What follows belongs to an exercise in optimizing a design on an open flow for small area and a short achievable clock period; a production flow would make more cautious choices.
Function was checked by simulation only, so behaviour that the tests miss may differ from the original.

## flow/design.v (module list and top-level ports; edited modules follow where they fit)
// module diverge_pipe: 1161 lines
// module diverge_tail: 445 lines
// module fractal: 167 lines
module fractal(
input Clk_100M, reset,
input [15:0]startX,  
input [15:0]startY,
input [15:0]stepX,  
input [15:0]stepY,
output [7:0] divOut,
output [18:0] addr_w,
output wire display,
output wire wea
    );
  // ...
==> flow/run.sh <==
#!/bin/bash
# synth_recipe.tcl (not shown) runs the flow's synth.tcl, then flattens the netlist and writes it again
# the make line also repeats each setting of config.mk as NAME=value (left out here)
make -C /OpenROAD-flow-scripts/flow DESIGN_CONFIG=/design/flow/config.mk WORK_HOME=/design/flow/orfs CLKGATE_MAP_FILE= SYNTH_SCRIPT=/design/flow/synth_recipe.tcl finish
==> flow/config.mk <==
export PLATFORM = sky130hd
export DESIGN_NAME = fractal
export DESIGN_NICKNAME = fractal
export VERILOG_FILES = /design/flow/design.v
export SDC_FILE = /design/flow/constraint.sdc
export NUM_CORES = 4
export LEC_CHECK = 0
export CAP_MARGIN = 20
export CORE_MARGIN = 2
export CORE_UTILIZATION = 45
export SETUP_SLACK_MARGIN = 4.0
export SLEW_MARGIN = 20
==> flow/constraint.sdc <==
create_clock -name core_clock -period 11.0 [get_ports {Clk_100M}]
set_input_delay 2.2000 -clock core_clock [delete_from_list [all_inputs] [get_ports {Clk_100M}]]
set_output_delay 2.2000 -clock core_clock [all_outputs]
set_load 0.01 [all_outputs]
==> impl_metrics.py, run 1 <==
metrics = {
    "sta": {
        "whs_ns": 0.422,
        "worst_pin_slew_ns": 1.20,
        "finalSetupTns_ns": 0,
        "fin_ws_ns": 4.23,
    },
    "cts": {
        "htreeDepth": 2,
        "clock-sinks": 290,
        "clkTransAtPathRegs_ns": 0.06,
    },
    "detailed_routing": {
        "m1WireLength_um": 44900,
        "vias_per_cell": 5.45,
        "top_layer": "met4",
        "wl_per_cell_um": 19.7,
    },
    "grt": {
        "grt_pass1_vias": 30100,
        "grt.overflow.total": 0,
        "track_usage_pct": 25.1,
    },
    "synthesis": {
        "synth_most_common_cell": "inv_1",
        "synthAdderAreaFrac_pct": 37.1,
        "synth-compound-area-share_pct": 12.1,
        "muxShareOfSynthArea_pct": 1.62,
        "synth_top_cell_by_area": "fa_1",
        "synth_common_cells": "746 x inv_1, 512 x fa_1, 462 x nand2_1, 295 x ha_1, 227 x nor2_1",
        "synth_area_leaders": "fa_1 27%, edfxtp_1 9.8%, ha_1 9.8%, dfxtp_1 8.9%, inv_1 7.5%",
    },
    "setup_path": {
        "crit_path_top_delay_cell": "fa_1",
        "start_kind": "flip-flop",
        "crit_chain": "buf_6 > clkinvlp_4 > nor2_1 > fa_1 > fa_1 > inv_1 > fa_1 > inv_1 > ha_1 > inv_1 > fa_1 > inv_1 > ha_1 > a21o_1 > a311oi_4 > nand2_2 > xor2_1 > or4_1 > or4_1 > nor4_2 > nand3_1 > a211o_1",
        "cp.arrival_ns": 7.09,
    },
    "worst_hold_path": {
        "hold_path.startpoint": "resIdx[2]$_DFFE_PN_",
    },
    "run_status": {
        "status": "no timing/DRC/antenna violations",
    },
    "layout": {
        "inverters": 760,
        "layout-drive-gt1-share_pct": 5.49,
        "multi_input_gates": 2986,
        "final_common_cell": "inv_1",
        "multi_input_area_share_pct": 65.5,
        "multi_input_area_um2": 27100,
        "area_delta_synth_final_pct": 10.2,
        "top_register": "acc",
    },
    "floorplan": {
        "die_h_um": 293,
        "tap_cells": 1070,
    },
    "job": {
        "drv_cap": 0,
    },
}
==> module fractal, before the edit <==
module fractal(
input Clk_100M, reset,
input [15:0]startX,  
input [15:0]startY,
input [15:0]stepX,  
input [15:0]stepY,
output [7:0] divOut,
output [18:0] addr_w,
output wire display,
output wire wea
    );
reg [2:0]  cc;
reg [9:0]  colCount;
reg [8:0]  rowCount;
reg        tempGo;
reg [15:0] xRegTemp;      
reg [15:0] yRegTemp;      
reg [15:0] sX, sY;        
reg [15:0] xReg1;         
reg [15:0] yReg1;
reg [18:0] currAddr;
wire load = (cc == 3'd5);
reg [1:0] colBits, rowBits;
always @(*) begin
	case (cc[1:0])
		2'd0:    begin colBits = colCount[3:2]; rowBits = rowCount[3:2]; end
		2'd1:    begin colBits = colCount[5:4]; rowBits = rowCount[5:4]; end
		2'd2:    begin colBits = colCount[7:6]; rowBits = rowCount[7:6]; end
		default: begin colBits = colCount[9:8]; rowBits = {1'b0, rowCount[8]}; end
	endcase
end
wire [15:0] newX = startX + xRegTemp;
wire [15:0] newY = startY + yRegTemp;
always @(posedge Clk_100M) begin
	if (reset) begin
		cc       <= 3'd0;
		colCount <= 10'h3ff;
		rowCount <= 9'd0;
		tempGo   <= 1'b0;
		xRegTemp <= 16'd0;
		yRegTemp <= 16'd0;
		xReg1    <= 16'd0;
		yReg1    <= 16'd0;
		currAddr <= 19'd0;
	end else begin
		cc <= load ? 3'd0 : cc + 3'd1;
		if (load) begin
			xReg1    <= newX;
			yReg1    <= newY;
			xRegTemp <= stepX * colCount[1:0];
			yRegTemp <= stepY * rowCount[1:0];
			currAddr <= (colCount == 10'd0 && rowCount == 9'd0) ? 19'd0 : currAddr + 19'd1;
			if (colCount == 10'd639)
				tempGo <= 1'b1;
		end else if (!cc[2]) begin
			xRegTemp <= xRegTemp + sX * colBits;
			yRegTemp <= yRegTemp + sY * rowBits;
		end
		if (cc == 3'd4) begin
			if (colCount == 10'd639) begin
				colCount <= 10'd0;
				rowCount <= (rowCount == 9'd479) ? 9'd0 : rowCount + 9'd1;
			end else begin
				colCount <= colCount + 10'd1;
			end
		end
	end
end
always @(posedge Clk_100M) begin
	if (reset) begin
		sX <= 16'd0;
		sY <= 16'd0;
	end else begin
		sX <= load ? {stepX[13:0], 2'b00} : {sX[13:0], 2'b00};
		sY <= load ? {stepY[13:0], 2'b00} : {sY[13:0], 2'b00};
	end
end
assign addr_w  = currAddr;
assign display = tempGo;
assign wea     = 1'b1;
function inrange;
	input [15:0] v;
	inrange = (v[15:13] == 3'b000) | (v[15:13] == 3'b111) | (v == 16'h2000);
endfunction
reg [15:0] mx, my;
reg        mEsc;          
reg [2:0]  mIdx;          
wire        uBig;
wire [15:0] unx, uny;
diverge_pipe step(.X(mx[14:0]), .Y(my[14:0]), .cx(xReg1), .cy(yReg1),
	.big(uBig), .nx(unx), .ny(uny));
wire        uOut = uBig | ~inrange(mx) | ~inrange(my);
always @(posedge Clk_100M) begin
	if (load) begin
		mx   <= newX;
		my   <= newY;
		mEsc <= 1'b0;
	end else begin
		mx   <= unx;
		my   <= uny;
		mEsc <= mEsc | uOut;
		if (!mEsc) mIdx <= cc;
	end
end
reg [15:0] cxT, cyT;      
reg [15:0] dIn;
reg [15:0] tA;            
reg [15:0] tX;            
reg [27:0] acc;
reg        tEsc;
reg [2:0]  tIdx;
reg        resEsc;
reg [2:0]  resIdx;
reg        outEsc;
reg [2:0]  outIdx;
wire        accOn = (cc == 3'd1) | (cc == 3'd4);
wire [15:0] sqIn  = {(cc == 3'd2) ? dIn[15] : dIn[14], dIn[14:0]};
wire [27:0] e1;
wire [15:0] e2;
diverge_tail tail(.a(sqIn), .acc1(accOn ? acc : 28'd0), .acc2(acc),
	.c((cc == 3'd1) ? cxT : cyT), .e1(e1), .e2(e2));
wire        tBig = e1 > 28'h400_0000;
always @(posedge Clk_100M) begin
	case (cc)
		3'd5: begin
			cxT  <= xReg1;
			cyT  <= yReg1;
			dIn  <= unx;
			tA   <= uny;
			tEsc <= mEsc | uOut;
			tIdx <= mEsc ? mIdx : 3'd5;
		end
		3'd0: begin
			acc  <= e1;
			dIn  <= tA;
			tA   <= {dIn[14], dIn[14:0]} - {tA[14], tA[14:0]};
			if (!tEsc) tIdx <= 3'd6;
			tEsc <= tEsc | ~inrange(dIn) | ~inrange(tA);
		end
		3'd1: begin
			acc  <= e1;
			dIn  <= tA;
			tX   <= e2;
			tEsc <= tEsc | tBig;
		end
		3'd2: begin
			dIn  <= tX;
			tA   <= e2;
		end
		3'd3: begin
			acc  <= e1;
			dIn  <= tA;
			if (!tEsc) tIdx <= 3'd7;
			tEsc <= tEsc | ~inrange(dIn) | ~inrange(tA);
		end
		default: begin
			resEsc <= tEsc | tBig;
			resIdx <= tIdx;
		end
	endcase
	if (cc == 3'd3) begin
		outEsc <= resEsc;
		outIdx <= resIdx;
	end
end
assign divOut = outEsc ? {5'd0, outIdx} : 8'd100;
endmodule
==> inputs of run 2 (changes only) <==
--- a/flow/design.v
+++ b/flow/design.v
@@ -1713,7 +1713,6 @@
 reg [15:0] cxT, cyT;      
 reg [15:0] dIn;
 reg [15:0] tA;            
-reg [15:0] tX;            
 reg [27:0] acc;
 reg        tEsc;
 reg [2:0]  tIdx;
@@ -1729,42 +1728,39 @@
 	.c((cc == 3'd1) ? cxT : cyT), .e1(e1), .e2(e2));
 wire        tBig = e1 > 28'h400_0000;
 always @(posedge Clk_100M) begin
+	acc <= e1;
+	dIn <= load ? unx : tA;
+	if (load)
+		tA <= uny;
+	else if (cc == 3'd0)
+		tA <= {dIn[14], dIn[14:0]} - {tA[14], tA[14:0]};
+	else
+		tA <= e2;
+	if (load) begin
+		cxT <= xReg1;
+		cyT <= yReg1;
+	end
 	case (cc)
 		3'd5: begin
-			cxT  <= xReg1;
-			cyT  <= yReg1;
-			dIn  <= unx;
-			tA   <= uny;
 			tEsc <= mEsc | uOut;
 			tIdx <= mEsc ? mIdx : 3'd5;
 		end
 		3'd0: begin
-			acc  <= e1;
-			dIn  <= tA;
-			tA   <= {dIn[14], dIn[14:0]} - {tA[14], tA[14:0]};
 			if (!tEsc) tIdx <= 3'd6;
 			tEsc <= tEsc | ~inrange(dIn) | ~inrange(tA);
 		end
 		3'd1: begin
-			acc  <= e1;
-			dIn  <= tA;
-			tX   <= e2;
 			tEsc <= tEsc | tBig;
 		end
-		3'd2: begin
-			dIn  <= tX;
-			tA   <= e2;
-		end
 		3'd3: begin
-			acc  <= e1;
-			dIn  <= tA;
 			if (!tEsc) tIdx <= 3'd7;
 			tEsc <= tEsc | ~inrange(dIn) | ~inrange(tA);
 		end
-		default: begin
+		3'd4: begin
 			resEsc <= tEsc | tBig;
 			resIdx <= tIdx;
 		end
+		default: ;
 	endcase
 	if (cc == 3'd3) begin
 		outEsc <= resEsc;
==> impl_metrics.py, run 2 <==
metrics = {
    "run_status": {
        "status": "no timing/DRC/antenna violations",
    },
    "grt": {
        "grt_pass1_vias": 28600,
        "antenna_found_initial": 2,
        "track_usage_pct": 24.0,
        "grt_pass1_wl_um": 157000,
        "grt_max_degree": 87,
        "grt.overflow.total": 0,
    },
    "sta": {
        "whs_ns": 0.424,
        "fin_crit_sh_pct": 62.8,
        "drv_slew": 0,
        "hold_viol": 0,
        "finalSetupTns_ns": 0,
        "setup_violations": 0,
        "relSlewSlack_pct": 33.3,
        "grt_setup_unrepaired": "true",
        "period_needed_ns": 6.91,
        "max_freq_ghz": 0.145,
        "fin_ws_ns": 4.09,
        "fin_skew_ns": 0.0210,
        "worst_pin_slew_ns": 0.990,
    },
    "detailed_routing": {
        "drc": 0,
        "antenna_left": 0,
        "vias_per_cell": 5.31,
        "drt_pass1_iterations": 7,
        "drtIter0Drc": 1840,
        "vias": 28500,
        "wl_per_cell_um": 18.3,
        "routed_wl_um": 98300,
    },
    "placed_design": {
        "gp_congestion": 0.892,
        "dpl.hpwl_um": 77300,
        "dp_slack_ns": 3.55,
        "io_buffers": 90,
    },
    "job": {
        "drv_cap": 0,
    },
    "setup_path": {
        "crit_family": "adder cells",
        "cp.arrival_ns": 7.22,
        "crit_required_ns": 11.31,
        "crit_type": "flip-flop to flip-flop",
        "cp_common_cell": "fa_1",
        "critPathMaxStageDelay_ns": 0.54,
        "start_kind": "flip-flop",
        "endpoint_kind": "flip-flop",
        "cp.buffers_inverters": 6,
        "crit_fanout": 4,
        "crit_path_top_delay_cell": "fa_1",
    },
    "layout": {
        "top_register": "acc",
        "fillers": 7797,
        "layout-drive-gt1-share_pct": 5.99,
        "largest_register_ffs": 28,
        "final_common_cell": "inv_1",
        "area_delta_synth_final_pct": 10.2,
        "final_cell_mix": "732 x inv_1, 506 x fa_1, 475 x nand2_1, 288 x ha_1, 259 x nor2_1",
        "nNetsFinal": 5152,
        "reg.largest.list": "acc (28), currAddr (19)",
    },
    "synthesis": {
        "synth_area_um2": 36500,
        "async_flop_share_pct": 0,
        "ys_ff_latch": 274,
        "synth_common_cells": "751 x inv_1, 508 x fa_1, 477 x nand2_1, 296 x ha_1, 259 x nor2_1",
        "synth_area_leaders": "fa_1 28%, dfxtp_1 12%, ha_1 10%, inv_1 7.7%, xnor2_1 5.1%",
        "synth-main-ff-cell": "dfxtp_1",
        "avgSynthCellArea_um2": 8.58,
        "syn_inst": 4258,
        "synth_top_cell_by_area": "fa_1",
        "netlist.area_leader.share_pct": 27.8,
        "synth_most_common_cell": "inv_1",
        "ys_warn_count": 1,
        "synth-edff-count": 47,
        "yosysSeqAreaShare_pct": 16.3,
        "synth_cell_types": 83,
    },
    "cts": {
        "htreeDepth": 2,
        "root_buffer": "clkbuf_16",
        "postCtsHoldBufs": 0,
        "clkTransAtPathRegs_ns": 0.06,
        "clock_path_buffers": 3,
        "tritoncts": "built",
        "clock-sinks": 274,
        "clkLatencyLatePin_ns": 0.56,
        "cts-buffers-inserted": 35,
    },
    "floorplan": {
        "core_um2": 80400,
        "die_h_um": 289,
        "rows": 104,
        "num_io_pins": 95,
        "start_util_pct": 45.4,
        "dieArea_um2": 83400,
        "die_x_um": 289,
    },
    "worst_hold_path": {
        "holdCritPathClass": "flip-flop to flip-flop",
    },
}
==> run 2: cell count changes in the layout (fill, tap and decap cells not counted), moves of 15 or more <==
cell,before,now
edfxtp_1,123,47
nor2_1,226,259
a21oi_1,181,209
a22oi_1,116,93
dfxtp_1,159,203
nand2_1,460,475
==> run 2: layout make-up <==
| cell class | count | area (µm²) | share of cell area (%) |
|---|---|---|---|
| multi-input cells | 3036 | 27200 | 67.6 |
| flip-flops and latches | 274 | 6010 | 14.9 |
| inverters | 760 | 2920 | 7.27 |
| repair buffers | 175 | 1600 | 3.97 |
| well taps | 1060 | 1330 | 3.30 |
| clock buffers | 45 | 976 | 2.43 |
| clock inverters | 18 | 201 | 0.501 |
| diodes | 1 | 2.50 | 0.00622 |
==> run 2: stage by stage <==
stage | util (%) | std cells | cell area [µm²]
after detailed placement | 47.8 | 5270 | 38400
after global routing | 50.0 | 5368 | 40200
after CTS | 49.3 | 5334 | 39700
after floorplan | - | 4260 | 36500
final | 50.0 | 5369 | 40200
after global placement | 47.8 | 5270 | 38400
==> run 2: worst paths after layout <==
check,start,to,slack [ns],depth (start not counted)
hold reg to reg,tIdx[1]$_DFFE_PP_,resIdx[1]$_DFFE_PP_,0.42,0
hold / removal,tIdx[1]$_DFFE_PP_,resIdx[1]$_DFFE_PP_,0.42,0
setup / recovery,cc[0]$_SDFF_PP0_,tEsc$_DFFE_PP_,4.09,27
setup reg to reg,cc[0]$_SDFF_PP0_,tEsc$_DFFE_PP_,4.09,27
==> run 2: per-layer routing <==
metal	part of all wire [%]	vias to the layer above	track usage, %	routed length [µm]
li1	-	13700	-	-
met2	48	745	40.7	47300
met1	43	14000	32.0	42400
met5	0.010	-	0	10
met3	5.1	134	2.69	5060
met4	3.5	2	7.80	3410
==> run 2: cells by family (layout without fill, tap and decap cells) <==
group | Yosys count | after routing | synth area share (%)
AND/OR/NAND/NOR | 1163 | 1163 | 14.8
adder cells (fa/ha/maj) | 804 | 804 | 38.0
multiplexers | 54 | 54 | 1.55
XOR/XNOR | 293 | 293 | 7.03
other | 2 | 5 | 0.0206
flip-flops | 274 | 274 | 16.3
AO/OA/AOI/OAI | 718 | 718 | 12.5
buffers and inverters | 950 | 998 | 9.84
==> run 2: what timing repair did <==
action | 4_1_cts | 5_1_grt
resized for setup | 23 | 98
buffers inserted | 1 | 34
pin swaps | 0 | 20
endpoints found under the setup margin | 20 | 22

==> what the ideal ports hide <==
In the flow no input, the clock included, has a driving cell. The finished layouts below were timed again as built, in two steps.
Step 1 (the two cells are an assumption about what drives the block):
set clk [get_ports {Clk_100M}]
set_driving_cell -lib_cell sky130_fd_sc_hd__clkbuf_16 $clk
set_driving_cell -lib_cell sky130_fd_sc_hd__buf_2 [delete_from_list [all_inputs] $clk]
Step 2, shift: input delay + t, output delay - t, t = (earliest + latest rising clock arrival at the registers) / 2. This alone moves slack from input paths to output paths.
a / b / c = ideal ports / drivers / drivers and shift; a / b = the first two.
run	t, ns	slack for setup (ns)	worst hold slack (ns)
run 1	0.623	4.228 / 4.228 / 4.228	0.422 / 0.422 / 0.422
run 2	0.609	4.095 / 4.095 / 4.095	0.424 / 0.424 / 0.424
After both steps every run listed still meets setup and hold.
